This is an optimization exercise on Yosys and OpenROAD, whose aim is small area, a short achievable clock period and few clock cycles, not a production implementation.
RTL that was checked went through simulation tests only; none was proved equivalent to the original.
For run 5, only the layout was checked, not whether the RTL still works.

===== flow/flow/run.sh =====
#!/bin/bash
set -euo pipefail
cd "$(dirname "$0")/.."
bash standard.sh SETUP_SLACK_MARGIN=13 "BUFFER_PORTS_ARGS=-buffer_cell sky130_fd_sc_hd__buf_2" finish > standard_flow.log 2>&1

===== flow/standard.sh =====
#!/bin/bash
# synth_recipe.tcl (not shown) runs the flow's synth.tcl, then flattens the netlist and writes it again
# the make line also repeats each setting of config.mk as NAME=value (left out here)
make -C /OpenROAD-flow-scripts/flow DESIGN_CONFIG=/design/flow/config.mk WORK_HOME=/design/flow/orfs CLKGATE_MAP_FILE= SYNTH_SCRIPT=/design/flow/synth_recipe.tcl "${@:-finish}"

===== flow/config.mk =====
export PLATFORM = sky130hd
export DESIGN_NAME = FPU_FSM
export DESIGN_NICKNAME = FPU_FSM
export VERILOG_FILES = /design/flow/design.v
export SDC_FILE = /design/flow/constraint.sdc
export NUM_CORES = 4
export LEC_CHECK = 0
export ABC_AREA = 1
export CAP_MARGIN = 20
export CORE_MARGIN = 2
export CORE_UTILIZATION = 45
export PLACE_DENSITY = 0.6
export SLEW_MARGIN = 20

===== flow/constraint.sdc =====
create_clock -name core_clock -period 22.0 [get_ports {clk}]
set_input_delay 4.4000 -clock core_clock [delete_from_list [all_inputs] [get_ports {clk}]]
set_output_delay 4.4000 -clock core_clock [all_outputs]
set_load 0.01 [all_outputs]

===== flow/design.v =====
module FPU_FSM (
  input wire clk,
  input wire reset,
  input wire start,
  input wire       sign_bit_a,
  input wire [7:0] int_part_a,
  input wire [7:0] frac_part_a,
  input wire       sign_bit_b,
  input wire [7:0] int_part_b,
  input wire [7:0] frac_part_b,
  input wire [1:0] S,  
  output wire [31:0] result,
  output wire       sign_bit_result,
  output wire [7:0] int_part_result,
  output wire [7:0] frac_part_result,
  output reg done
);
  localparam K = 3;                    
  localparam KM = 2 * K;               
  localparam NMC = (17 + KM - 1) / KM;  
  localparam MW = NMC * KM;            
  localparam ML = 23 - MW;             
  wire [15:0] A = {int_part_a, frac_part_a};
  wire [15:0] B = {int_part_b, frac_part_b};
  wire nzA = |A;
  wire nzB = |B;
  wire sac = sign_bit_a & nzA;
  wire sbc = sign_bit_b & nzB;
  wire eff_sub = sac ^ sbc ^ S[0];
  wire [16:0] s_ab = {1'b0, A} + {1'b0, B};
  wire [16:0] d_ab = {1'b0, A} - {1'b0, B};
  wire [15:0] d_ba = B - A;
  wire a_lt_b = d_ab[16];
  wire [16:0] M = !eff_sub ? s_ab : (a_lt_b ? {1'b0, d_ba} : d_ab);
  wire add_sign = (eff_sub & a_lt_b) ? (sbc ^ S[0]) : sac;
  wire [16:0] nin = M;
  reg [16:0] nt;
  reg [4:0] nz;
  always @(*) begin
    nt = nin;
    nz[4] = (nt[16:1] == 16'd0); if (nz[4]) nt = {nt[0], 16'd0};
    nz[3] = (nt[16:9] == 8'd0);  if (nz[3]) nt = {nt[8:0], 8'd0};
    nz[2] = (nt[16:13] == 4'd0); if (nz[2]) nt = {nt[12:0], 4'd0};
    nz[1] = (nt[16:15] == 2'd0); if (nz[1]) nt = {nt[14:0], 2'd0};
    nz[0] = ~nt[16];             if (nz[0]) nt = {nt[15:0], 1'b0};
  end
  reg [15:0] at;
  reg [3:0] az;
  always @(*) begin
    at = A;
    az[3] = (at[15:8] == 8'd0);  if (az[3]) at = {at[7:0], 8'd0};
    az[2] = (at[15:12] == 4'd0); if (az[2]) at = {at[11:0], 4'd0};
    az[1] = (at[15:14] == 2'd0); if (az[1]) at = {at[13:0], 2'd0};
    az[0] = ~at[15];             if (az[0]) at = {at[14:0], 1'b0};
  end
  reg [15:0] bt;
  reg [3:0] bz;
  always @(*) begin
    bt = B;
    bz[3] = (bt[15:8] == 8'd0);  if (bz[3]) bt = {bt[7:0], 8'd0};
    bz[2] = (bt[15:12] == 4'd0); if (bz[2]) bt = {bt[11:0], 4'd0};
    bz[1] = (bt[15:14] == 2'd0); if (bz[1]) bt = {bt[13:0], 2'd0};
    bz[0] = ~bt[15];             if (bz[0]) bt = {bt[14:0], 1'b0};
  end
  wire [15:0] An = nzA ? at : 16'h8000;
  wire [15:0] Bn = nzB ? bt : 16'h8000;
  wire [7:0] ea = nzA ? (8'd134 - {4'd0, az}) : 8'd0;
  wire [7:0] eb = nzB ? (8'd134 - {4'd0, bz}) : 8'd0;
  reg [7:0] add_e;
  always @(*) begin
    case (nz)
      5'd0: add_e = 8'd135;  5'd1: add_e = 8'd134;  5'd2: add_e = 8'd133;
      5'd3: add_e = 8'd132;  5'd4: add_e = 8'd131;  5'd5: add_e = 8'd130;
      5'd6: add_e = 8'd129;  5'd7: add_e = 8'd128;  5'd8: add_e = 8'd127;
      5'd9: add_e = 8'd126;  5'd10: add_e = 8'd125; 5'd11: add_e = 8'd124;
      5'd12: add_e = 8'd123; 5'd13: add_e = 8'd122; 5'd14: add_e = 8'd121;
      5'd15: add_e = 8'd120; default: add_e = 8'd119;
    endcase
  end
  wire mzero = eff_sub ? (A == B) : ~(nzA | nzB);
  wire [31:0] add_res = mzero ? {add_sign, 31'd0}
                      : {add_sign, add_e, nt[15:0], 7'd0};
  wire [4:0] blen = 5'd16 - {1'b0, az};
  reg [2:0] mcyc;
  integer c;
  always @(*) begin
    mcyc = NMC;
    for (c = NMC - 1; c >= 1; c = c - 1)
      if (blen + 5'd1 <= c * KM) mcyc = c;
  end
  wire [MW-1:0] mq0 = {An, {(MW-16){1'b0}}} >> (MW + 1 - KM * mcyc);
  wire q0 = (An >= Bn);
  wire [7:0] ex = ea + (eb ^ {8{S[0]}}) + {7'd0, ~S[0]};
  wire [7:0] ex1 = ex - 8'd1;
  reg [31:0] res;
  reg b_mul, b_div, pk;
  reg dm;              
  reg pcr;             
  reg [2:0] cnt;
  reg [16:0] X;        
  reg [15:0] V;        
  reg bp;              
  reg [5:0] bud;       
  wire idle = ~(b_mul | b_div);
  wire [MW-1:0] MQ = res[22:ML];    
  wire [16:0] xs [0:K];
  wire [K-1:0] q;      
  wire [KM-1:0] mo;    
  assign xs[0] = X;
  genvar g;
  generate
    for (g = 0; g < K; g = g + 1) begin : stg
      wire blo = (g == 0) ? bp : MQ[2*g-1];
      wire b0 = MQ[2*g];
      wire b1 = MQ[2*g+1];
      wire one = b0 ^ blo;
      wire two = (b1 & ~b0 & ~blo) | (~b1 & b0 & blo);
      wire [17:0] mag = one ? {2'b0, V} : two ? {1'b0, V, 1'b0} : 18'd0;
      wire inv = dm | b1;
      wire [17:0] mg = dm ? {2'b0, V} : mag;
      wire [18:0] op1 = dm ? {2'b0, xs[g]} : {{2{xs[g][16]}}, xs[g]};
      wire [18:0] op2 = {19{inv}} ^ {1'b0, mg};
      wire [18:0] sum = op1 + op2 + {18'd0, inv};
      wire qq = ~sum[18];
      wire [15:0] y = qq ? sum[15:0] : xs[g][15:0];
      assign xs[g+1] = dm ? {y, 1'b0} : sum[18:2];
      assign q[g] = qq;
      assign mo[2*g+1:2*g] = sum[1:0];
    end
  endgenerate
  wire [2*K:0] ge;
  genvar n;
  generate
    for (n = 0; n <= 2 * K; n = n + 1) begin : gen_ge
      assign ge[n] = ~bud[5] && (bud[4:0] >= n);
    end
  endgenerate
  reg [K-1:0] qv;
  reg [3:0] pc;        
  integer t;
  always @(*) begin
    pc = 4'd0;
    for (t = 0; t < K - 1; t = t + 1) begin
      qv[t] = q[t] & ge[t + pc];
      pc = pc + {3'd0, q[t]};
    end
    qv[K-1] = q[K-1] & ge[K - 1 + pc];
  end
  wire div_end = q[K-1] ? ~ge[K + 1 + pc] : ~ge[K + pc];
  wire [5:0] bud_t = bud - K[5:0] - {2'd0, pc};
  wire [5:0] bud_t1 = bud - K[5:0] - 6'd1 - {2'd0, pc};
  wire [5:0] bud_next = q[K-1] ? bud_t1 : bud_t;
  wire [MW-1:0] MQn = {mo, MQ[MW-1:KM]};
  wire [16+MW-1:0] P = {X[15:0], MQ};
  localparam PT = 16 + MW - 1;
  wire [16+MW-1:0] Pl = {xs[K][15:0], MQn};
  wire pcl = Pl[PT-1];
  wire [16+MW-1:0] Pn = pcl ? {Pl[PT-1:0], 1'b0} : {Pl[PT-2:0], 2'b0};
  wire [22:0] pm = P[PT-1:PT-23];
  wire pg = P[PT-24];
  wire pr = P[PT-25];
  wire ps = |P[PT-26:0];
  wire rnd = pg & (pr | ps | pm[0]);
  wire ones = &pm;
  wire ovf = rnd & ones;
  wire [22:0] pm_r = !rnd ? pm : (ones ? 23'h400000 : pm + 23'd1);
  wire [7:0] pke = res[30:23] + {7'd0, pcr};    
  wire [7:0] pe = pke + {7'd0, ovf};
  always @(posedge clk or posedge reset) begin
    if (reset) begin
      b_mul <= 1'b0;
      pk <= 1'b0;
      b_div <= 1'b0;
      done <= 1'b0;
    end else begin
      done <= 1'b0;
      if (idle) begin
        if (start) begin
          pk <= 1'b0;
          if (!S[1] || (!S[0] && !(nzA && nzB))) done <= 1'b1;
          else if (!S[0]) b_mul <= 1'b1;
          else b_div <= 1'b1;
        end
      end
      if (b_mul && cnt == NMC - 1) begin
        b_mul <= 1'b0;
        pk <= 1'b1;
        done <= 1'b1;
      end
      if (b_div && div_end) begin
        b_div <= 1'b0;
        done <= 1'b1;
      end
    end
  end
  reg [31:0] rn;
  integer j;
  always @(*) begin
    rn = res;
    if (idle && start) begin
      if (!S[0]) begin
        rn = {sac ^ sbc, 31'd0};
        if (nzA && nzB) begin
          rn[30:23] = ex ^ 8'h80;
          rn[22:ML] = mq0;
        end
      end else begin
        rn = {sac ^ sbc, (q0 ? ex : ex1) ^ 8'h80, 23'd0};
      end
    end
    if (b_mul) begin
      if (cnt == NMC - 1) rn[22:ML] = Pn[MW-1:0];
      else rn[22:ML] = MQn;
    end
    if (b_div) begin
      for (j = 0; j < 23; j = j + 1)
        if (cnt == (23 - j) / K) rn[j] = qv[(23 - j) % K];
    end
  end
  always @(posedge clk) begin
    cnt <= cnt + 3'd1;
    if (!idle) begin
      X <= (b_mul && cnt == NMC - 1) ? {1'b0, Pn[16+MW-1:MW]} : xs[K];
      bud <= bud_next;
    end
    if (idle && start) begin
      dm <= S[0];
      V <= Bn;
      bp <= 1'b0;
      bud <= q0 ? 6'd23 : 6'd22;
      if (S[0]) begin
        X <= q0 ? {1'b0, An} : {An, 1'b0};
        cnt <= 3'd0;
      end else begin
        X <= 17'd0;
        cnt <= NMC - mcyc;
      end
    end
    res <= (idle && start && !S[1]) ? add_res : rn;
    if (b_mul) begin
      pcr <= pcl;
      bp <= MQ[KM-1];
    end
  end
  assign result = pk ? {res[31], pe, pm_r} : res;
  wire [7:0] rs = pk ? pke : res[30:23];
  wire wov = pk & ovf;
  wire [25:0] W = {wov, 1'b1, wov ? 23'd0 : result[22:0], 1'b0};
  wire [7:0] u = 8'd143 - rs;
  wire [25:0] Ws = W >> u[4:0];
  wire inr = (rs >= 8'd118) && (rs <= 8'd143);
  assign {int_part_result, frac_part_result} = inr ? Ws[15:0] : 16'd0;
  assign sign_bit_result = result[31];
endmodule

==> results of run 1 <==
[logic make-up (layout without fill, tap and decap cells)]
family,after synthesis,count (layout),synth area share [%]
and+or+nand+nor,1341,1346,32.9
other,2,3,0.0430
DFF,81,81,12.3
AOI/OAI and AO/OA,735,735,24.3
buffers and inverters,548,643,12.4
adders and majority gates,145,145,10.8
xor gates and xnor gates,137,137,6.91
muxes,6,6,0.344
[worst max-delay path, delay by kind of cell]
family	cells	cell delay, ns
adder cells (fa/ha/maj)	1	0.29
buffers and inverters	6	0.61
AND/OR/NAND/NOR	14	1.63
AO/OA/AOI/OAI	11	1.93
[cells in the final DEF (no fill, tap or decap), drive strengths merged, types with 24 or more instances in the layout]
cell type / count
a21oi: 206
a31oi: 24
buf: 188
dfxtp: 26
edfxtp: 51
ha: 136
inv: 424
nand2: 749
nand3: 250
nand4: 27
nor2: 247
nor3: 29
o211ai: 27
o21ai: 320
o22ai: 60
or2: 24
xor2: 121
[stage by stage]
| stage | instances | setup WS [ns] |
|---|---|---|
| 2_1_floorplan | 2996 | 13.22 |
| 3_3_place_gp | 3506 | 10.78 |
| 3_5_place_dp | 3506 | 10.72 |
| 4_1_cts | 3552 | 12.99 |
| 5_1_grt | 3614 | 12.98 |
| 6_report | 3614 | 13.25 |
[synth_stat cells, drive strengths merged (6+ instances only)]
library cell,count
nor2,247
xor2,121
o21bai,13
o2111ai,9
a21oi,206
o22ai,60
buf,37
fa,9
xnor2,16
clkbuf,74
o221ai,11
nor3,29
mux2i,6
nor4,9
o211ai,27
o21ai,320
or2,24
nand2,744
a31oi,24
a211oi,10
a22oi,7
nand3,250
o31ai,8
clkinv,10
a221oi,17
nand4,27
edfxtp,51
ha,136
dfxtp,26
inv,427
[state kept, by name, indices dropped and copies added (netlist names)]
name and count:
V 16, X 17, b_div 1, b_mul 1, bp 1, bud 6
cnt 3, dm 1, done 1, pcr 1, pk 1, res 32
[path summary, 6_finish.rpt]
check | start | endpoint | cells past startpoint
setup / recovery | int_part_a[7] | res[30] | 32
hold / removal | res[0] | res[0] | 2
setup reg to reg | res[5] | X[15] | 54
hold reg to reg | res[0] | res[0] | 2
max in group asynchronous | reset | pk | 2
min in group asynchronous | reset | b_div | 2
[what timing repair did]
item,CTS,global route
gates cloned,0,7
pin swaps,13,49
endpoints found under the setup margin,60,69
hold endpoints to repair,0,0
gates resized for setup,45,141
buffers inserted,30,55
[routing by layer]
| layer | share of wire, % | track usage, % | routed length, um | vias up |
|---|---|---|---|---|
| met1 | 43 | 44.2 | 30000 | 9720 |
| li1 | - | - | - | 10200 |
| met3 | 9.0 | 5.06 | 6240 | 148 |
| met4 | 3.2 | 11.3 | 2230 | 0 |
| met2 | 44 | 52.3 | 30800 | 990 |
| met5 | 0 | 0 | 0 | - |
[layout make-up]
cell class | count | share of cell area (%)
clock buffer | 11 | 1.39
clock inverter | 5 | 0.246
inverter | 437 | 8.56
multi-input combinational | 2372 | 69.5
sequential | 81 | 10.9
tap | 518 | 3.27
timing repair buffer | 188 | 6.16
timing repair inverter | 2 | 0.0630
==> results_tabular.tex, run 1 <==
\begin{tabular}{lr}
\hline
Metric & Value \\
\hline
\multicolumn{2}{l}{\textbf{Global routing}} \\
\quad Maximum number of pins on one net before global-route repair & 69 \\
\quad Initial antenna violation count & 0 \\
\quad First-pass GRT wire length & 106000 um \\
\quad Overflow after GRT & 0 \\
\quad Overall Global Routing Usage & 32.5\% \\
\quad Number of global-route vias before repair & 19300 \\
\multicolumn{2}{l}{\textbf{Place}} \\
\quad Routability-driven placement congestion ratio & 1.05 \\
\quad Placed instance area & 18200 um\^{}2 \\
\quad Count of input and output buffers & 88 \\
\quad HPWL reported at the end of detailed placement & 55000 um \\
\multicolumn{2}{l}{\textbf{Final layout}} \\
\quad Nets & 3275 \\
\quad Ant. Diodes & 0 \\
\quad Sequential cell area in the final layout & 2160 um\^{}2 \\
\quad Total of fill cells in the finished design & 4127 \\
\quad Post-Layout Inst Area & 19900 um\^{}2 \\
\quad Utilization after layout & 51.6\% \\
\quad Fraction of layout cells with a size suffix above 1 & 13.4\% \\
\quad Synthesis-to-finish area growth & 13.6\% \\
\quad Area occupied by multi-input gates & 13800 um\^{}2 \\
\multicolumn{2}{l}{\textbf{Logic synthesis}} \\
\quad Area fraction of the dominant cell type after synthesis & 15.6\% \\
\quad Cell accounting for the most synthesized area & nand2\_1 \\
\quad Number of enable-type register cells in the synthesized netlist & 51 \\
\quad Flip-flop and latch count after synthesis & 81 \\
\quad Dominant synthesized flop cell & edfxtp\_1 \\
\quad Share of synthesized registers carrying an async set or reset & 4.94\% \\
\quad Syn Area/Cell & 5.83 um\^{}2 \\
\quad Cell area after synthesis & 17500 um\^{}2 \\
\quad Share of synthesized area occupied by flip-flops and latches & 12.3\% \\
\quad Post-Syn Instances & 2995 \\
\quad Warnings from Yosys & 1 \\
\quad Top cells by area in the synthesized netlist & nand2\_1 (16\%), ha\_1 (9.7\%), edfxtp\_1 (8.8\%) \\
\quad Number of different library cells in the post-synthesis netlist & 72 \\
\multicolumn{2}{l}{\textbf{Critical path}} \\
\quad Data required time of the worst path & 22.11 ns \\
\quad Most used cell along the critical path & nor2\_4 \\
\quad Launching element type of the critical path & primary input \\
\quad Register-to-register setup slack & 13.61 ns \\
\quad Max stage delay on crit path & 0.33 ns \\
\quad Setup CP Type & primary input to flip-flop \\
\quad Worst Path Arrival & 8.86 ns \\
\quad Crit-path slowest cell & a2111oi\_4 \\
\quad Crit-path max FO & 8 \\
\quad Kind of end point of the critical path & flip-flop \\
\multicolumn{2}{l}{\textbf{STA}} \\
\quad Fin crit share & 39.8\% \\
\quad Remaining max-slew budget at the tightest pin & 23.5\% \\
\quad Setup TNS & 0 ns \\
\quad Final Hold Vio Count & 0 \\
\quad RSZ-0062 raised after global routing & false \\
\quad Hold slack & 0.496 ns \\
\quad Fmax achieved & 114 MHz \\
\quad Count of final max-slew check failures & 0 \\
\quad Worst Max-Slew Pin Slew & 1.14 ns \\
\quad Worst clock skew & 0.0170 ns \\
\quad Post-route minimum period & 8.75 ns \\
\quad Number of endpoints failing setup at the final stage & 0 \\
\multicolumn{2}{l}{\textbf{Route}} \\
\quad Detailed-router iteration count before antenna repair & 6 \\
\quad Total via count after detailed routing & 21100 \\
\quad Antenna-violating nets left & 0 \\
\quad Routed WL & 69200 um \\
\quad Average vias per placed instance & 5.83 \\
\quad Drt first-iter violations & 2468 \\
\quad Routed wire per std cell & 19.2 um \\
\quad Remaining routing DRC violations & 0 \\
\multicolumn{2}{l}{\textbf{CTS}} \\
\quad Number of H-tree branching levels & 3 \\
\quad Total of hold buffers inserted after clock tree synthesis & 0 \\
\quad Register clock-pin slew on the reported worst setup and hold paths & 0.07 ns \\
\quad Bufs on Longest Clock Path & 2 \\
\quad Root Driver & clkbuf\_16 \\
\quad Clock buffer count from CTS & 9 \\
\quad Number of clock sinks & 81 \\
\quad Clock latency of the later-clocked register in the worst-skew pair & 0.36 ns \\
\quad Clock tree from TritonCTS & built \\
\multicolumn{2}{l}{\textbf{Die}} \\
\quad X dimension of the die & 201 um \\
\quad DIE AREA & 40400 um\^{}2 \\
\quad Standard cell core area & 38500 um\^{}2 \\
\quad Initial Utilization & 45.4\% \\
\quad Floorplan row count & 72 \\
\quad Top Ports & 89 \\
\quad Die extent in y & 201 um \\
\multicolumn{2}{l}{\textbf{Run status}} \\
\quad Status & complete, no violations \\
\multicolumn{2}{l}{\textbf{Worst hold path}} \\
\quad Worst hold-check path type & flip-flop to flip-flop \\
\multicolumn{2}{l}{\textbf{Flow run}} \\
\quad Reported max-cap violation count & 0 \\
\hline
\end{tabular}
Testbench counts, summed over its fixed seeds: cycles 35,965.
==> run 2: changes to the inputs <==
--- a/flow/config.mk
+++ b/flow/config.mk
@@ -8,6 +8,6 @@
 export ABC_AREA = 1
 export CAP_MARGIN = 20
 export CORE_MARGIN = 2
-export CORE_UTILIZATION = 45
-export PLACE_DENSITY = 0.6
+export CORE_UTILIZATION = 50
+export PLACE_DENSITY = 0.72
 export SLEW_MARGIN = 20
==> run 2 against run 1 <==
Critical endpoint is now X[8]. First-iteration DRC count rose by 13%. Critical path type unchanged. Final area increased by 3.2%. Clock-buffer cell count shrank 1. Global-route usage increased by 4.4 points. Fmax is 2.9% lower. Highest routed layer unchanged. Routed wire length is 3.9% higher. Flip-flop and latch count unchanged. Via count rose by 4.2%. Sequential share of layout area fell by 0.29 points.
==> results_tabular.tex, run 2 <==
\begin{tabular}{lr}
\hline
Metric & Value \\
\hline
\multicolumn{2}{l}{\textbf{Critical path}} \\
\quad Worst reg2reg path depth & 50 (-7.4\%) \\
\quad Stages on worst setup path & 37 (+16\%) \\
\quad Sum of buffers and inverters on the critical path & 11 (+5) \\
\quad Crit-path slowest cell & a2111oi\_2 \\
\quad Max stage delay on crit path & 0.35 ns (+0.02 ns) \\
\quad Data required time of the worst path & 22.10 ns (about the same) \\
\quad Launching element type of the critical path & primary input \\
\quad Dominant delay contributor by cell family on the critical path & compound AO/OA/AOI/OAI gates \\
\quad Setup CP Type & primary input to flip-flop \\
\quad Kind of end point of the critical path & flip-flop \\
\quad Crit-path max FO & 7 (-1) \\
\quad Most used cell along the critical path & buf\_6 \\
\quad Register-to-register setup slack & 13.32 ns (-0.29 ns) \\
\quad Worst Path Arrival & 9.11 ns (+0.25 ns) \\
\multicolumn{2}{l}{\textbf{Logic synthesis}} \\
\quad Flip-flop and latch count after synthesis & 81 (unchanged) \\
\quad Cell accounting for the most synthesized area & nand2\_1 \\
\quad Top cells by area in the synthesized netlist & nand2\_1 (16\%), ha\_1 (9.7\%), edfxtp\_1 (8.8\%) \\
\quad Area fraction of the dominant cell type after synthesis & 15.6\% (unchanged) \\
\quad Ranking of synthesized cells by instance count & nand2\_1 (726), inv\_1 (407), o21ai\_0 (292) \\
\quad Warnings from Yosys & 1 (unchanged) \\
\quad Share of synthesized area occupied by flip-flops and latches & 12.3\% (unchanged) \\
\quad Cell area after synthesis & 17500 um\^{}2 (unchanged) \\
\quad Syn Area/Cell & 5.83 um\^{}2 (unchanged) \\
\quad Most numerous cell in the Yosys netlist & nand2\_1 \\
\quad Post-Syn Instances & 2995 (unchanged) \\
\quad Number of enable-type register cells in the synthesized netlist & 51 (unchanged) \\
\quad Number of different library cells in the post-synthesis netlist & 72 (unchanged) \\
\quad Dominant synthesized flop cell & edfxtp\_1 \\
\quad Share of synthesized registers carrying an async set or reset & 4.94\% (unchanged) \\
\multicolumn{2}{l}{\textbf{Final layout}} \\
\quad Area occupied by multi-input gates & 14000 um\^{}2 (+1.8\%) \\
\quad Biggest regs & res (32), X (17), V (16) \\
\quad Final Instance Count excl. Fillers & 3590 (-0.66\%) \\
\quad Nets & 3313 (+1.2\%) \\
\quad Sequential cell area in the final layout & 2160 um\^{}2 (+0.41\%) \\
\quad Leading cell types in the layout, fill and taps excluded & nand2\_1 (694), inv\_1 (385), o21ai\_0 (255), nand3\_1 (228), nor2\_1 (219) \\
\quad Most frequent standard cell in the layout excluding fill and tap cells & nand2\_1 \\
\quad Largest register FFs & 32 (unchanged) \\
\quad Total of fill cells in the finished design & 3493 (-15\%) \\
\quad Largest register by flop count & res \\
\quad Fraction of layout cells with a size suffix above 1 & 16.3\% (+2.8 points) \\
\quad Synthesis-to-finish area growth & 17.3\% \\
\multicolumn{2}{l}{\textbf{Route}} \\
\quad Routed WL & 71900 um (+3.9\%) \\
\quad Drt first-iter violations & 2780 (+13\%) \\
\quad Antenna-violating nets left & 0 (unchanged) \\
\quad Average vias per placed instance & 6.11 (+4.9\%) \\
\quad Remaining routing DRC violations & 0 (unchanged) \\
\quad Total via count after detailed routing & 21900 (+4.2\%) \\
\quad Routed wire per std cell & 20.0 um (+4.6\%) \\
\quad Detailed-router iteration count before antenna repair & 9 (+3) \\
\multicolumn{2}{l}{\textbf{Global routing}} \\
\quad Overall Global Routing Usage & 37.0\% (+4.4 points) \\
\quad First-pass GRT wire length & 106000 um (+0.54\%) \\
\quad Overflow after GRT & 0 (unchanged) \\
\quad Number of global-route vias before repair & 19200 (-0.28\%) \\
\quad Maximum number of pins on one net before global-route repair & 67 (-2.9\%) \\
\quad Initial antenna violation count & 1 (+1) \\
\multicolumn{2}{l}{\textbf{CTS}} \\
\quad Number of H-tree branching levels & 3 (unchanged) \\
\quad Clock buffer count from CTS & 9 (unchanged) \\
\quad Clock latency of the later-clocked register in the worst-skew pair & 0.36 ns (about the same) \\
\quad Root Driver & clkbuf\_16 \\
\quad Number of clock sinks & 81 (unchanged) \\
\quad Clock tree from TritonCTS & built \\
\quad Register clock-pin slew on the reported worst setup and hold paths & 0.08 ns (about the same) \\
\quad Bufs on Longest Clock Path & 2 (unchanged) \\
\quad Total of hold buffers inserted after clock tree synthesis & 0 (unchanged) \\
\multicolumn{2}{l}{\textbf{Die}} \\
\quad Die extent in y & 191 um (-5.0\%) \\
\quad Standard cell core area & 34500 um\^{}2 (-10\%) \\
\quad DIE AREA & 36400 um\^{}2 (-9.8\%) \\
\quad Floorplan row count & 68 (-5.6\%) \\
\quad Top Ports & 89 (unchanged) \\
\quad X dimension of the die & 191 um (-5.0\%) \\
\quad Initial Utilization & 50.7\% (+5.3 points) \\
\multicolumn{2}{l}{\textbf{STA}} \\
\quad Worst clock skew & 0.0107 ns (-0.00632 ns) \\
\quad RSZ-0062 raised after global routing & true \\
\quad Final Hold Vio Count & 0 (unchanged) \\
\quad Fmax achieved & 111 MHz (-2.9\%) \\
\quad Setup TNS & 0 ns (unchanged) \\
\quad Fin crit share & 41.0\% (+1.2 points) \\
\quad Number of endpoints failing setup at the final stage & 0 (unchanged) \\
\quad Remaining max-slew budget at the tightest pin & 28.6\% (+5.1 points) \\
\quad Post-route minimum period & 9.01 ns (+0.260 ns) \\
\quad Count of final max-slew check failures & 0 (unchanged) \\
\quad Worst Max-Slew Pin Slew & 1.07 ns (-0.0764 ns) \\
\multicolumn{2}{l}{\textbf{Worst hold path}} \\
\quad Worst hold path depth & 2 (unchanged) \\
\quad Worst hold-check path type & flip-flop to flip-flop \\
\multicolumn{2}{l}{\textbf{Place}} \\
\quad Routability-driven placement congestion ratio & 1.06 (+1.2\%) \\
\quad Total placed cells including tap cells & 3438 (-1.9\%) \\
\quad HPWL reported at the end of detailed placement & 55700 um (+1.2\%) \\
\quad Count of input and output buffers & 88 (unchanged) \\
\multicolumn{2}{l}{\textbf{Run status}} \\
\quad Status & complete, no violations \\
\multicolumn{2}{l}{\textbf{Flow run}} \\
\quad Reported max-cap violation count & 0 (unchanged) \\
\hline
\end{tabular}
-- run 2: layout make-up --
class	instances	area share [%]
antenna	1	0.0122
inverter	437	8.34
timing repair buffer	225	8.01
timing repair inverter	1	0.0244
tap	455	2.78
multi-input combinational	2374	68.6
sequential	81	10.6
clock inverter	6	0.489
clock buffer	10	1.22
-- run 2: kinds of logic (layout without fill, tap and decap cells) --
| kind of cell | after synthesis | after routing | share of synthesized area (%) |
|---|---|---|---|
| AND/OR/NAND/NOR | 1341 | 1348 | 32.9 |
| adder cells (fa/ha/maj) | 145 | 145 | 10.8 |
| AO/OA/AOI/OAI | 735 | 735 | 24.3 |
| buffers and inverters | 548 | 679 | 12.4 |
| flip-flops | 81 | 81 | 12.3 |
| multiplexers | 6 | 6 | 0.344 |
| other | 2 | 4 | 0.0430 |
| XOR/XNOR | 137 | 137 | 6.91 |
-- run 2: worst min-delay path, stage by stage, from the launching register on --
cell	delay, ns
dfxtp_1	0.34
nand3_1	0.07
o21ai_0	0.06
-- run 2: final timing paths --
kind | from | end
worst max-delay path | int_part_a[6] | X[8]
worst min register to register | res[3] | res[3]
worst min-delay path | res[3] | res[3]
min in group asynchronous | reset | done
worst max register to register | dm | X[14]
max in group asynchronous | reset | b_div
-- run 2: repair_timing --
action,4_1_cts,5_1_grt
pin swaps,14,71
gates cloned,1,10
setup buffers,46,77
setup endpoints to repair,69,69
hold endpoints to repair,0,0
gates resized for setup,61,242
-- run 2: layer usage --
| metal | up-vias | track usage (%) | share of wire (%) |
|---|---|---|---|
| li1 | 10300 | - | - |
| met1 | 10100 | 50.6 | 41 |
| met2 | 1396 | 58.4 | 44 |
| met3 | 184 | 7.71 | 12 |
| met4 | 0 | 10.5 | 3.4 |
| met5 | - | 0 | 0 |
-- run 2: stage by stage --
step | instance area, um^2 | hold WS [ns] | util (%) | setup WS [ns]
final | 20500 | 0.490 | 59.4 | 12.99
after global routing | 20500 | 0.510 | 59.4 | 12.70
after CTS | 18900 | 0.494 | 54.9 | 12.97
after detailed placement | 18000 | 0.477 | 52.3 | 10.69
after global placement | 18000 | 0.468 | 52.3 | 10.80
after floorplan | 17500 | 0.453 | - | 13.22
==> run 3: changes to the inputs <==
--- a/flow/config.mk
+++ b/flow/config.mk
@@ -9,5 +9,5 @@
 export CAP_MARGIN = 20
 export CORE_MARGIN = 2
 export CORE_UTILIZATION = 50
-export PLACE_DENSITY = 0.72
+export PLACE_DENSITY = 0.65
 export SLEW_MARGIN = 20
==> run 3 against run 2 <==
Die area did not move. Flip-flop and latch count did not move. First-iteration DRC count fell by 16%. Via count fell by 2.5%. Final cell count fell by 1.5%. Sequential share of layout area rose by 0.37 points. Critical path type unchanged. Critical endpoint is now res[30].
==> results_tabular.tex, run 3 <==
\begin{tabular}{lr}
\hline
Metric & Value \\
\hline
\multicolumn{2}{l}{\textbf{Route}} \\
\quad Antenna-violating nets left & 0 (unchanged) \\
\quad Routed WL & 69900 um (-2.8\%) \\
\quad Routed wire per std cell & 19.8 um (-1.4\%) \\
\quad Detailed-router iteration count before antenna repair & 6 (-3) \\
\quad Total via count after detailed routing & 21400 (-2.5\%) \\
\quad Remaining routing DRC violations & 0 (unchanged) \\
\quad Average vias per placed instance & 6.05 (-1.1\%) \\
\quad Drt first-iter violations & 2333 (-16\%) \\
\multicolumn{2}{l}{\textbf{STA}} \\
\quad Setup TNS & 0 ns (unchanged) \\
\quad RSZ-0062 raised after global routing & false \\
\quad Fin crit share & 40.1\% (-0.84 points) \\
\quad Fmax achieved & 113 MHz (+2.1\%) \\
\quad Worst Max-Slew Pin Slew & 1.12 ns (+0.0486 ns) \\
\quad Worst clock skew & 0.0175 ns (+0.00677 ns) \\
\quad Post-route minimum period & 8.83 ns (-0.184 ns) \\
\quad Count of final max-slew check failures & 0 (unchanged) \\
\quad Number of endpoints failing setup at the final stage & 0 (unchanged) \\
\quad Final Hold Vio Count & 0 (unchanged) \\
\quad Remaining max-slew budget at the tightest pin & 25.4\% (-3.3 points) \\
\multicolumn{2}{l}{\textbf{Critical path}} \\
\quad Worst r2r src & dm \\
\quad Worst Path Arrival & 8.94 ns (-0.17 ns) \\
\quad Crit-path max FO & 17 (+10) \\
\quad Launching element type of the critical path & primary input \\
\quad Crit-path slowest cell & or2\_4 \\
\quad Setup CP Type & primary input to flip-flop \\
\quad Most used cell along the critical path & nor2\_4 \\
\quad Max stage delay on crit path & 0.32 ns (-0.03 ns) \\
\quad Critical path origin & int\_part\_a[7] \\
\quad Data required time of the worst path & 22.11 ns (about the same) \\
\quad Kind of end point of the critical path & flip-flop \\
\multicolumn{2}{l}{\textbf{Logic synthesis}} \\
\quad Cell area after synthesis & 17500 um\^{}2 (unchanged) \\
\quad Dominant synthesized flop cell & edfxtp\_1 \\
\quad Share of synthesized area occupied by flip-flops and latches & 12.3\% (unchanged) \\
\quad Top cells by area in the synthesized netlist & nand2\_1 (16\%), ha\_1 (9.7\%), edfxtp\_1 (8.8\%) \\
\quad Ranking of synthesized cells by instance count & nand2\_1 (726), inv\_1 (407), o21ai\_0 (292) \\
\quad Warnings from Yosys & 1 (unchanged) \\
\quad Number of enable-type register cells in the synthesized netlist & 51 (unchanged) \\
\quad Share of synthesized registers carrying an async set or reset & 4.94\% (unchanged) \\
\quad Post-Syn Instances & 2995 (unchanged) \\
\quad Cell accounting for the most synthesized area & nand2\_1 \\
\quad Area fraction of the dominant cell type after synthesis & 15.6\% (unchanged) \\
\quad Syn Area/Cell & 5.83 um\^{}2 (unchanged) \\
\quad Number of different library cells in the post-synthesis netlist & 72 (unchanged) \\
\quad Most numerous cell in the Yosys netlist & nand2\_1 \\
\quad Flip-flop and latch count after synthesis & 81 (unchanged) \\
\multicolumn{2}{l}{\textbf{Global routing}} \\
\quad Number of global-route vias before repair & 19200 (+0.026\%) \\
\quad Initial antenna violation count & 1 (unchanged) \\
\quad Overflow after GRT & 0 (unchanged) \\
\quad First-pass GRT wire length & 105000 um (-0.98\%) \\
\quad Maximum number of pins on one net before global-route repair & 46 (-31\%) \\
\quad Overall Global Routing Usage & 36.6\% (-0.41 points) \\
\multicolumn{2}{l}{\textbf{Final layout}} \\
\quad Synthesis-to-finish area growth & 12.9\% \\
\quad Largest register by flop count & res \\
\quad Utilization after layout & 57.2\% (-2.2 points) \\
\quad Biggest regs & res (32), X (17), V (16) \\
\quad Most frequent standard cell in the layout excluding fill and tap cells & nand2\_1 \\
\quad Largest register FFs & 32 (unchanged) \\
\quad Fraction of layout cells with a size suffix above 1 & 13.2\% (-3.1 points) \\
\quad Leading cell types in the layout, fill and taps excluded & nand2\_1 (707), inv\_1 (392), o21ai\_0 (274), nand3\_1 (236), nor2\_1 (218) \\
\quad Ant. Diodes & 0 (-1) \\
\quad Nets & 3261 (-1.6\%) \\
\multicolumn{2}{l}{\textbf{Place}} \\
\quad HPWL reported at the end of detailed placement & 55200 um (-0.92\%) \\
\quad Count of input and output buffers & 88 (unchanged) \\
\quad Routability-driven placement congestion ratio & 1.08 (+1.3\%) \\
\multicolumn{2}{l}{\textbf{Die}} \\
\quad Die extent in y & 191 um (unchanged) \\
\quad Floorplan row count & 68 (unchanged) \\
\quad Standard cell core area & 34500 um\^{}2 (unchanged) \\
\quad X dimension of the die & 191 um (unchanged) \\
\quad Initial Utilization & 50.7\% (unchanged) \\
\quad DIE AREA & 36400 um\^{}2 (unchanged) \\
\quad Top Ports & 89 (unchanged) \\
\multicolumn{2}{l}{\textbf{CTS}} \\
\quad Clock latency of the later-clocked register in the worst-skew pair & 0.36 ns (about the same) \\
\quad Number of clock sinks & 81 (unchanged) \\
\quad Number of H-tree branching levels & 3 (unchanged) \\
\quad Bufs on Longest Clock Path & 2 (unchanged) \\
\quad Register clock-pin slew on the reported worst setup and hold paths & 0.08 ns (about the same) \\
\quad Clock buffer count from CTS & 9 (unchanged) \\
\quad Clock tree from TritonCTS & built \\
\quad Root Driver & clkbuf\_16 \\
\multicolumn{2}{l}{\textbf{Run status}} \\
\quad Status & complete, no violations \\
\multicolumn{2}{l}{\textbf{Worst hold path}} \\
\quad Worst min-delay path startpoint & res[3] \\
\quad Worst hold-check path type & flip-flop to flip-flop \\
\multicolumn{2}{l}{\textbf{Flow run}} \\
\quad Reported max-cap violation count & 0 (unchanged) \\
\hline
\end{tabular}
==> run 3: cell counts after synthesis <==
No cell type changed its count.
==> run 3: final cells by class <==
class / instances / area [um^2]
inverters: 437 / 1710
clock inverters: 6 / 78.8
repair inverters: 1 / 5.00
flip-flops and latches: 81 / 2160
fillers: 3591 / 14700
repair buffers: 174 / 1150
clock buffers: 10 / 250
multi-input cells: 2373 / 13800
well taps: 455 / 569
==> run 3: path summary, 6_finish.rpt <==
check	endpoint	slack, ns	cells after the start
worst max-delay path	res[30]	13.17	29
worst min-delay path	res[3]	0.49	2
worst max register to register	X[8]	13.46	47
worst min register to register	res[3]	0.49	2
max in group asynchronous	pk	17.87	2
min in group asynchronous	done	3.94	2
==> run 3: repair_timing <==
item,CTS,global route
endpoints found under the setup margin,68,69
hold buffers,0,0
cloned,0,8
hold endpoints to repair,0,0
gates resized for setup,67,122
buffers inserted,32,38
pin swaps,19,30
==> run 3: per-stage QoR <==
stage          cells  hold WS [ns]  cell area [um^2]  worst slack [ns]
6_report        3537         0.494             19700             13.17
5_1_grt         3537         0.535             19700             12.97
4_1_cts         3491         0.495             18900             13.03
3_5_place_dp    3443         0.476             18100             10.65
3_3_place_gp    3441         0.473             18100             10.51
2_1_floorplan   2996         0.453             17500             13.22
==> run 3: per-layer routing <==
metal / share of wire [%] / vias to the layer above / track usage [%]
met2: 44 / 1142 / 57.8
met4: 3.2 / 0 / 11.5
met1: 42 / 9880 / 50.0
met3: 10 / 181 / 6.99
met5: 0 / - / 0
li1: - / 10200 / -
==> run 3: critical path, delay by kind of cell <==
| kind | cells | cell delay, ns |
|---|---|---|
| compound gates | 8 | 1.43 |
| simple gates | 13 | 1.71 |
| fa+ha+maj | 1 | 0.32 |
| buf+inv | 7 | 1.07 |
==> run 3: logic make-up (layout without fill, tap and decap cells) <==
logic type               count (synthesis)  after routing  synth area share, %
AND/OR/NAND/NOR                       1341           1347                 32.9
AO/OA/AOI/OAI                          735            735                 24.3
buffers and inverters                  548            628                 12.4
adder cells (fa/ha/maj)                145            145                 10.8
XOR/XNOR                               137            137                 6.91
flip-flops                              81             81                 12.3
multiplexers                             6              6                0.344
other                                    2              3               0.0430
==> run 4: changes to the inputs <==
==> flow/run.sh (new file) <==
#!/bin/bash
# synth_recipe.tcl (not shown) runs the flow's synth.tcl, then flattens the netlist and writes it again
# the make line also repeats each setting of config.mk as NAME=value (left out here)
make -C /OpenROAD-flow-scripts/flow DESIGN_CONFIG=/design/flow/config.mk WORK_HOME=/design/flow/orfs CLKGATE_MAP_FILE= SYNTH_SCRIPT=/design/flow/synth_recipe.tcl finish
removed: flow/flow/run.sh
removed: flow/standard.sh
==> run 4 against run 3 <==
Synthesized area did not move. Clock-buffer cell count up 2. Utilization is 2.5 points lower. Critical path type unchanged. Final cell count is 2.2% lower. Die area is the same. Sequential share of layout area grew 0.47 points. Register-to-register slack worse by 2.2 ns. Clock skew fell by 0.00063 ns. Worst hold slack worse by 0.0097 ns.
==> results_tabular.tex, run 4 <==
\begin{tabular}{lr}
\hline
Metric & Value \\
\hline
\multicolumn{2}{l}{\textbf{Run status}} \\
\quad Status & complete, no violations \\
\multicolumn{2}{l}{\textbf{CTS}} \\
\quad Number of H-tree branching levels & 3 (unchanged) \\
\quad Number of clock sinks & 81 (unchanged) \\
\quad Clock latency of the later-clocked register in the worst-skew pair & 0.36 ns (about the same) \\
\quad Post-cts gate resize count & 0 (-100\%) \\
\quad Bufs on Longest Clock Path & 2 (unchanged) \\
\quad Number of post-CTS setup repair buffers & 0 (-100\%) \\
\quad Clock buffer count from CTS & 9 (unchanged) \\
\quad Total of hold buffers inserted after clock tree synthesis & 0 (unchanged) \\
\quad Register clock-pin slew on the reported worst setup and hold paths & 0.07 ns (about the same) \\
\quad Clock tree from TritonCTS & built \\
\quad Root Driver & clkbuf\_16 \\
\multicolumn{2}{l}{\textbf{Logic synthesis}} \\
\quad Cell area after synthesis & 17500 um\^{}2 (unchanged) \\
\quad Flip-flop and latch count after synthesis & 81 (unchanged) \\
\quad Cell accounting for the most synthesized area & nand2\_1 \\
\quad Warnings from Yosys & 1 (unchanged) \\
\quad Share of synthesized registers carrying an async set or reset & 4.94\% (unchanged) \\
\quad Number of enable-type register cells in the synthesized netlist & 51 (unchanged) \\
\quad Dominant synthesized flop cell & edfxtp\_1 \\
\quad Area fraction of the dominant cell type after synthesis & 15.6\% (unchanged) \\
\quad Share of synthesized area occupied by flip-flops and latches & 12.3\% (unchanged) \\
\quad Top cells by area in the synthesized netlist & nand2\_1 (16\%), ha\_1 (9.7\%), edfxtp\_1 (8.8\%) \\
\quad Number of different library cells in the post-synthesis netlist & 72 (unchanged) \\
\quad Ranking of synthesized cells by instance count & nand2\_1 (726), inv\_1 (407), o21ai\_0 (292) \\
\quad Post-Syn Instances & 2995 (unchanged) \\
\quad Most numerous cell in the Yosys netlist & nand2\_1 \\
\quad Syn Area/Cell & 5.83 um\^{}2 (unchanged) \\
\multicolumn{2}{l}{\textbf{Place}} \\
\quad Total placed cells including tap cells & 3442 (-0.029\%) \\
\quad HPWL reported at the end of detailed placement & 53200 um (-3.6\%) \\
\quad Count of input and output buffers & 88 (unchanged) \\
\quad Pre-CTS setup slack & 10.69 ns (+0.0437 ns) \\
\quad Routability-driven placement congestion ratio & 1.03 (-4.0\%) \\
\multicolumn{2}{l}{\textbf{Final layout}} \\
\quad Fraction of layout cells with a size suffix above 1 & 4.23\% (-9.0 points) \\
\quad Nets & 3183 (-2.4\%) \\
\quad Final Instance Count excl. Fillers & 3459 (-2.2\%) \\
\quad Biggest regs & res (32), X (17), V (16) \\
\quad Largest register FFs & 32 (unchanged) \\
\quad Sequential cell area in the final layout & 2150 um\^{}2 (-0.23\%) \\
\quad Leading cell types in the layout, fill and taps excluded & nand2\_1 (725), inv\_1 (407), o21ai\_0 (291), nand3\_1 (246), nor2\_1 (234) \\
\quad Area occupied by multi-input gates & 13200 um\^{}2 (-4.7\%) \\
\quad Utilization after layout & 54.7\% (-2.5 points) \\
\quad Most frequent standard cell in the layout excluding fill and tap cells & nand2\_1 \\
\quad Total of fill cells in the finished design & 3608 (+0.47\%) \\
\quad Largest register by flop count & res \\
\quad Synthesis-to-finish area growth & 7.99\% \\
\quad Ant. Diodes & 0 (unchanged) \\
\multicolumn{2}{l}{\textbf{STA}} \\
\quad Fmax achieved & 90.2 MHz (-20\%) \\
\quad RSZ-0062 raised after global routing & false \\
\quad Final WS setup & 10.92 ns (-2.25 ns) \\
\quad Setup TNS & 0 ns (unchanged) \\
\quad Worst clock skew & 0.0169 ns (-0.000626 ns) \\
\quad Post-route minimum period & 11.08 ns (+2.25 ns) \\
\quad Worst Max-Slew Pin Slew & 1.09 ns (-0.0206 ns) \\
\quad Fin crit share & 50.4\% (+10 points) \\
\quad Final Hold Vio Count & 0 (unchanged) \\
\quad Count of final max-slew check failures & 0 (unchanged) \\
\quad Number of endpoints failing setup at the final stage & 0 (unchanged) \\
\quad Remaining max-slew budget at the tightest pin & 26.9\% (+1.5 points) \\
\multicolumn{2}{l}{\textbf{Route}} \\
\quad Routed wire per std cell & 18.8 um (-4.7\%) \\
\quad Average vias per placed instance & 5.94 (-1.8\%) \\
\quad Antenna-violating nets left & 0 (unchanged) \\
\quad Remaining routing DRC violations & 0 (unchanged) \\
\quad Detailed-router iteration count before antenna repair & 6 (unchanged) \\
\quad Routed WL & 65100 um (-6.8\%) \\
\quad Total via count after detailed routing & 20500 (-3.9\%) \\
\quad Drt first-iter violations & 2415 (+3.5\%) \\
\multicolumn{2}{l}{\textbf{Die}} \\
\quad Initial Utilization & 50.7\% (unchanged) \\
\quad DIE AREA & 36400 um\^{}2 (unchanged) \\
\quad X dimension of the die & 191 um (unchanged) \\
\quad Standard cell core area & 34500 um\^{}2 (unchanged) \\
\quad Floorplan row count & 68 (unchanged) \\
\quad Top Ports & 89 (unchanged) \\
\quad Die extent in y & 191 um (unchanged) \\
\multicolumn{2}{l}{\textbf{Global routing}} \\
\quad Initial antenna violation count & 1 (unchanged) \\
\quad Overflow after GRT & 0 (unchanged) \\
\quad Number of global-route vias before repair & 18300 (-4.5\%) \\
\quad Maximum number of pins on one net before global-route repair & 58 (+26\%) \\
\quad Overall Global Routing Usage & 34.8\% (-1.7 points) \\
\quad First-pass GRT wire length & 100000 um (-4.7\%) \\
\multicolumn{2}{l}{\textbf{Critical path}} \\
\quad Data required time of the worst path & 22.15 ns (+0.04 ns) \\
\quad Setup CP Type & primary input to flip-flop \\
\quad Kind of end point of the critical path & flip-flop \\
\quad Most used cell along the critical path & nor2\_1 \\
\quad Crit-path slowest cell & nor2\_1 \\
\quad Crit-path max FO & 19 (+2) \\
\quad Worst Path Arrival & 11.23 ns (+2.29 ns) \\
\quad Launching element type of the critical path & primary input \\
\quad Max stage delay on crit path & 0.55 ns (+0.23 ns) \\
\quad Worst reg2reg path depth & 52 (+11\%) \\
\multicolumn{2}{l}{\textbf{Worst hold path}} \\
\quad Worst hold-check path type & flip-flop to flip-flop \\
\quad Worst hold path depth & 2 (unchanged) \\
\multicolumn{2}{l}{\textbf{Flow run}} \\
\quad Reported max-cap violation count & 0 (unchanged) \\
\hline
\end{tabular}
## run 4: path summary, 6_finish.rpt
path                                from  slack (ns)  endpoint
max                        int_part_a[7]       10.92   res[28]
min                               res[4]        0.48    res[4]
max reg2reg                           dm       11.28   res[21]
min reg2reg                       res[4]        0.48    res[4]
max in group asynchronous          reset       17.53        pk
min in group asynchronous          reset        4.26     b_div
## run 4: final cells by class
class,count,area share (%)
multi-input combinational,2367,69.8
sequential,81,11.4
inverter,437,8.73
timing repair buffer,103,5.29
tap,455,3.02
clock buffer,12,1.59
clock inverter,4,0.212
## run 4: logic make-up (layout without fill, tap and decap cells)
group | after synthesis | after routing | share of synthesized area [%]
buffers and inverters | 548 | 556 | 12.4
multiplexers | 6 | 6 | 0.344
adder cells (fa/ha/maj) | 145 | 145 | 10.8
AO/OA/AOI/OAI | 735 | 735 | 24.3
flip-flops | 81 | 81 | 12.3
XOR/XNOR | 137 | 137 | 6.91
other | 2 | 3 | 0.0430
AND/OR/NAND/NOR | 1341 | 1341 | 32.9
## run 4: through the flow
stage	hold WS [ns]	instance area, um^2
finish	0.484	18900
global route	0.517	18900
CTS	0.489	18800
detailed placement	0.472	18500
global placement	0.467	18500
floorplan	0.453	17500
## run 4: critical path: cells and delay by family
family	cells	cell delay, ns
buffers and inverters	6	1.74
AOI/OAI and AO/OA	11	1.86
adders and majority gates	1	0.26
and+or+nand+nor	16	2.93
## run 4: routing by layer
metal  global-route usage [%]  vias up  routed length (um)  part of all wire, %
li1                         -    10000                   -                    -
met4                     9.48        2                1640                  2.5
met5                    0.962        -                  26                0.040
met3                     5.75      111                6520                   10
met1                     48.2     9414               28300                   43
met2                     55.7     1012               28600                   44
==> run 5: changes to the inputs <==
--- a/flow/design.v
+++ b/flow/design.v
@@ -106,7 +106,9 @@
   wire [16:0] xs [0:K];
   wire [K-1:0] q;      
   wire [KM-1:0] mo;    
-  assign xs[0] = X;
+  reg q0r;
+  wire dfirst = dm & (cnt == 3'd0);
+  assign xs[0] = (dfirst & ~q0r) ? {X[15:0], 1'b0} : X;
   genvar g;
   generate
     for (g = 0; g < K; g = g + 1) begin : stg
@@ -205,7 +207,7 @@
           rn[22:ML] = mq0;
         end
       end else begin
-        rn = {sac ^ sbc, (q0 ? ex : ex1) ^ 8'h80, 23'd0};
+        rn = {sac ^ sbc, ex ^ 8'h80, 23'd0};
       end
     end
     if (b_mul) begin
@@ -213,6 +215,7 @@
       else rn[22:ML] = MQn;
     end
     if (b_div) begin
+      if (dfirst & ~q0r) rn[30:23] = res[30:23] - 8'd1;
       for (j = 0; j < 23; j = j + 1)
         if (cnt == (23 - j) / K) rn[j] = qv[(23 - j) % K];
     end
@@ -227,9 +230,10 @@
       dm <= S[0];
       V <= Bn;
       bp <= 1'b0;
-      bud <= q0 ? 6'd23 : 6'd22;
+      bud <= {5'b01011, q0};    
+      q0r <= q0;
       if (S[0]) begin
-        X <= q0 ? {1'b0, An} : {An, 1'b0};
+        X <= {1'b0, An};
         cnt <= 3'd0;
       end else begin
         X <= 17'd0;
==> flow/flow/run.sh (new file) <==
#!/bin/bash
set -euo pipefail
cd "$(dirname "$0")/.."
bash standard.sh SETUP_SLACK_MARGIN=13 "BUFFER_PORTS_ARGS=-buffer_cell sky130_fd_sc_hd__buf_2" finish > standard_flow.log 2>&1
==> flow/standard.sh (new file) <==
#!/bin/bash
# synth_recipe.tcl (not shown) runs the flow's synth.tcl, then flattens the netlist and writes it again
# the make line also repeats each setting of config.mk as NAME=value (left out here)
make -C /OpenROAD-flow-scripts/flow DESIGN_CONFIG=/design/flow/config.mk WORK_HOME=/design/flow/orfs CLKGATE_MAP_FILE= SYNTH_SCRIPT=/design/flow/synth_recipe.tcl "${@:-finish}"
removed: flow/run.sh
==> run 5 against run 4 <==
Routed wire length rose by 10%. Global-route usage increased by 2.8 points. Die area up 0.54%. Clock-buffer cell count down 3. Sequential share of layout area down 1.0 points. Via count increased by 5.0%. Critical path depth increased by 4. Largest cell class unchanged. Clock skew shrank 0.0024 ns. Still clean. Synthesized cell count rose by 0.53%. First-iteration DRC count is 6.5% higher.
==> results_tabular.tex, run 5 <==
\begin{tabular}{lr}
\hline
Metric & Value \\
\hline
\multicolumn{2}{l}{\textbf{Die}} \\
\quad Top Ports & 89 (unchanged) \\
\quad Standard cell core area & 34500 um\^{}2 (+0.25\%) \\
\quad DIE AREA & 36600 um\^{}2 (+0.54\%) \\
\quad Floorplan row count & 68 (unchanged) \\
\quad X dimension of the die & 191 um (+0.27\%) \\
\quad Initial Utilization & 50.8\% (+0.15 points) \\
\quad Die extent in y & 191 um (+0.27\%) \\
\multicolumn{2}{l}{\textbf{Global routing}} \\
\quad First-pass GRT wire length & 108000 um (+7.6\%) \\
\quad Number of global-route vias before repair & 19200 (+4.6\%) \\
\quad Initial antenna violation count & 2 (+1) \\
\quad Overflow after GRT & 0 (unchanged) \\
\quad Maximum number of pins on one net before global-route repair & 71 (+22\%) \\
\quad Overall Global Routing Usage & 37.6\% (+2.8 points) \\
\multicolumn{2}{l}{\textbf{Logic synthesis}} \\
\quad Share of synthesized registers carrying an async set or reset & 4.88\% (-0.060 points) \\
\quad Warnings from Yosys & 1 (unchanged) \\
\quad Share of synthesized area occupied by flip-flops and latches & 11.7\% (-0.64 points) \\
\quad Top cells by area in the synthesized netlist & nand2\_1 (16\%), ha\_1 (9.9\%), inv\_1 (8.9\%) \\
\quad Number of enable-type register cells in the synthesized netlist & 39 (-24\%) \\
\quad Syn Area/Cell & 5.83 um\^{}2 (about the same) \\
\quad Ranking of synthesized cells by instance count & nand2\_1 (733), inv\_1 (415), o21ai\_0 (283) \\
\quad Flip-flop and latch count after synthesis & 82 (+1.2\%) \\
\quad Cell area after synthesis & 17600 um\^{}2 (+0.55\%) \\
\quad Dominant synthesized flop cell & edfxtp\_1 \\
\quad Post-Syn Instances & 3011 (+0.53\%) \\
\quad Area fraction of the dominant cell type after synthesis & 15.7\% (+0.064 points) \\
\quad Number of different library cells in the post-synthesis netlist & 71 (-1.4\%) \\
\quad Cell accounting for the most synthesized area & nand2\_1 \\
\quad Most numerous cell in the Yosys netlist & nand2\_1 \\
\multicolumn{2}{l}{\textbf{Critical path}} \\
\quad Sum of buffers and inverters on the critical path & 12 (+6) \\
\quad Dominant delay contributor by cell family on the critical path & simple AND/OR/NAND/NOR gates \\
\quad Worst Path Arrival & 9.02 ns (-2.21 ns) \\
\quad Data required time of the worst path & 22.25 ns (+0.10 ns) \\
\quad Launching element type of the critical path & primary input \\
\quad Crit-path slowest cell & nor3\_4 \\
\quad Crit-path max FO & 15 (-4) \\
\quad Setup CP Type & primary input to flip-flop \\
\quad Kind of end point of the critical path & flip-flop \\
\quad Max stage delay on crit path & 0.30 ns (-0.25 ns) \\
\multicolumn{2}{l}{\textbf{STA}} \\
\quad Fin crit share & 39.9\% (-11 points) \\
\quad RSZ-0062 raised after global routing & true \\
\quad Final Hold Vio Count & 0 (unchanged) \\
\quad Count of final max-slew check failures & 0 (unchanged) \\
\quad Worst Max-Slew Pin Slew & 0.873 ns (-0.222 ns) \\
\quad Fmax achieved & 114 MHz (+26\%) \\
\quad Post-route minimum period & 8.77 ns (-2.31 ns) \\
\quad Setup TNS & 0 ns (unchanged) \\
\quad Final WS setup & 13.23 ns (+2.31 ns) \\
\quad Number of endpoints failing setup at the final stage & 0 (unchanged) \\
\quad Remaining max-slew budget at the tightest pin & 41.6\% (+15 points) \\
\quad Worst clock skew & 0.0144 ns (-0.00243 ns) \\
\multicolumn{2}{l}{\textbf{Place}} \\
\quad Routability-driven placement congestion ratio & 1.04 (+0.91\%) \\
\quad Pre-CTS setup slack & 9.72 ns (-0.971 ns) \\
\quad HPWL reported at the end of detailed placement & 56700 um (+6.6\%) \\
\quad Count of input and output buffers & 88 (unchanged) \\
\multicolumn{2}{l}{\textbf{Route}} \\
\quad Drt first-iter violations & 2573 (+6.5\%) \\
\quad Total via count after detailed routing & 21600 (+5.0\%) \\
\quad Antenna-violating nets left & 0 (unchanged) \\
\quad Routed WL & 71800 um (+10\%) \\
\quad Routed wire per std cell & 20.3 um (+7.7\%) \\
\quad Average vias per placed instance & 6.09 (+2.5\%) \\
\quad Remaining routing DRC violations & 0 (unchanged) \\
\quad Detailed-router iteration count before antenna repair & 9 (+3) \\
\multicolumn{2}{l}{\textbf{Flow run}} \\
\quad Reported max-cap violation count & 0 (unchanged) \\
\multicolumn{2}{l}{\textbf{Final layout}} \\
\quad Utilization after layout & 57.4\% (+2.7 points) \\
\quad Biggest regs & res (32), X (17), V (16) \\
\quad Largest register FFs & 32 (unchanged) \\
\quad Synthesis-to-finish area growth & 13.0\% \\
\quad Nets & 3269 (+2.7\%) \\
\quad Ant. Diodes & 0 (unchanged) \\
\quad Leading cell types in the layout, fill and taps excluded & nand2\_1 (722), inv\_1 (410), o21ai\_0 (254), nand3\_1 (248), nor2\_1 (201) \\
\quad Most frequent standard cell in the layout excluding fill and tap cells & nand2\_1 \\
\quad Largest register by flop count & res \\
\quad Fraction of layout cells with a size suffix above 1 & 12.7\% (+8.5 points) \\
\multicolumn{2}{l}{\textbf{Worst hold path}} \\
\quad Worst hold-check path type & flip-flop to flip-flop \\
\multicolumn{2}{l}{\textbf{CTS}} \\
\quad Clock latency of the later-clocked register in the worst-skew pair & 0.37 ns (about the same) \\
\quad Register clock-pin slew on the reported worst setup and hold paths & 0.07 ns (about the same) \\
\quad Number of H-tree branching levels & 3 (unchanged) \\
\quad Clock buffer count from CTS & 9 (unchanged) \\
\quad Number of clock sinks & 82 (+1.2\%) \\
\quad Bufs on Longest Clock Path & 2 (unchanged) \\
\quad Clock tree from TritonCTS & built \\
\quad Total of hold buffers inserted after clock tree synthesis & 0 (unchanged) \\
\quad Root Driver & clkbuf\_16 \\
\multicolumn{2}{l}{\textbf{Run status}} \\
\quad Status & complete, no violations \\
\hline
\end{tabular}
-- run 5: changes by cell type after synthesis, moves of 8 or more --
cell / change
a21oi_1: -29
nor2_1: -18
nand3_1: +16
dfxtp_1: +13
edfxtp_1: -12
o211ai_1: +11
a31oi_1: -10
o21ai_0: -9
a21boi_0: +8
buf_2: +8
inv_1: +8
xnor2_1: +8
-- run 5: per-stage QoR --
step | cell area (um^2) | hold slack [ns] | cells
after detailed placement | 18100 | 0.468 | 3450
after global routing | 19800 | 0.520 | 3542
final | 19800 | 0.481 | 3542
after CTS | 18900 | 0.484 | 3493
after global placement | 18100 | 0.462 | 3450
after floorplan | 17600 | 0.444 | 3012
-- run 5: cell type report --
cell class / instances / area [um^2]
fill: 3537 / 14700
sequential: 82 / 2060
clock buffer: 9 / 225
multi-input combinational: 2372 / 14100
timing repair inverter: 1 / 6.26
tap: 455 / 569
timing repair buffer: 168 / 1090
clock inverter: 7 / 82.6
inverter: 448 / 1740
-- run 5: worst paths after layout --
check | cells past startpoint | slack [ns] | startpoint | to
max in group asynchronous | 2 | 17.79 | reset | pk
hold reg to reg | 1 | 0.48 | bud[5] | bud[5]
setup reg to reg | 47 | 13.46 | dm | X[7]
min in group asynchronous | 2 | 3.96 | reset | done
setup / recovery | 38 | 13.23 | int_part_a[4] | res[16]
hold / removal | 1 | 0.48 | bud[5] | bud[5]
-- run 5: cells by family (layout without fill, tap and decap cells) --
group                      after synthesis  after routing  share of synthesized area (%)
xor gates and xnor gates               139            139                           6.93
DFF                                     82             82                           11.7
buffers and inverters                  563            633                           12.6
adders and majority gates              148            148                           10.9
and+or+nand+nor                       1335           1340                           32.6
muxes                                   11             11                          0.627
other                                    2              3                         0.0428
AOI/OAI and AO/OA                      731            731                           24.6
-- run 5: repair_timing --
action / 4_1_cts / 5_1_grt
endpoints found under the setup margin: 70 / 67
cloned: 3 / 3
gates resized for setup: 61 / 143
pin swaps: 11 / 37
buffers inserted: 24 / 45
-- run 5: layer usage --
metal / track usage [%] / vias up / wire, um
li1: - / 10200 / -
met1: 51.3 / 9991 / 30500
met2: 59.9 / 1182 / 31500
met5: 0 / - / 24
met3: 6.13 / 182 / 7040
met4: 13.1 / 4 / 2670

-- afterwards: timing with drivers on the ports --
In the flow no input, the clock included, has a driving cell. The finished layouts below were timed again as built, in two steps. Step 1: set_driving_cell puts a clkbuf_16 on clk and a buf_2 on each other input, an assumption about the parent block. Step 2, shift: input delay + t, output delay - t, t = (earliest + latest rising clock arrival at the registers) / 2. This alone moves slack from input paths to output paths. a / b / c = ideal ports / drivers / drivers and shift; a / b = the first two.
run | shift t [ns] | setup WS [ns] | hold WS [ns] | latest minus earliest clock arrival (ns) | worst slew at a driven data input, ns
run 1 | 0.403 | 13.248 / 13.275 / 12.871 | 0.496 / 0.496 / 0.496 | 0.017 / 0.017 | 0.04
run 2 | 0.398 | 12.988 / 12.989 / 12.591 | 0.490 / 0.490 / 0.490 | 0.011 / 0.012 | 0.10
run 3 | 0.394 | 13.173 / 13.200 / 12.806 | 0.494 / 0.494 / 0.494 | 0.018 / 0.018 | 0.04
run 4 | 0.399 | 10.919 / 10.942 / 10.543 | 0.484 / 0.484 / 0.484 | 0.017 / 0.017 | 0.04
run 5 | 0.405 | 13.231 / 13.252 / 12.847 | 0.481 / 0.481 / 0.481 | 0.015 / 0.014 | 0.07
After both steps setup and hold are still met in every run listed. For run 2, which loses most, drivers alone change the setup slack by +0.001 ns; drivers and shift together by -0.397 ns.
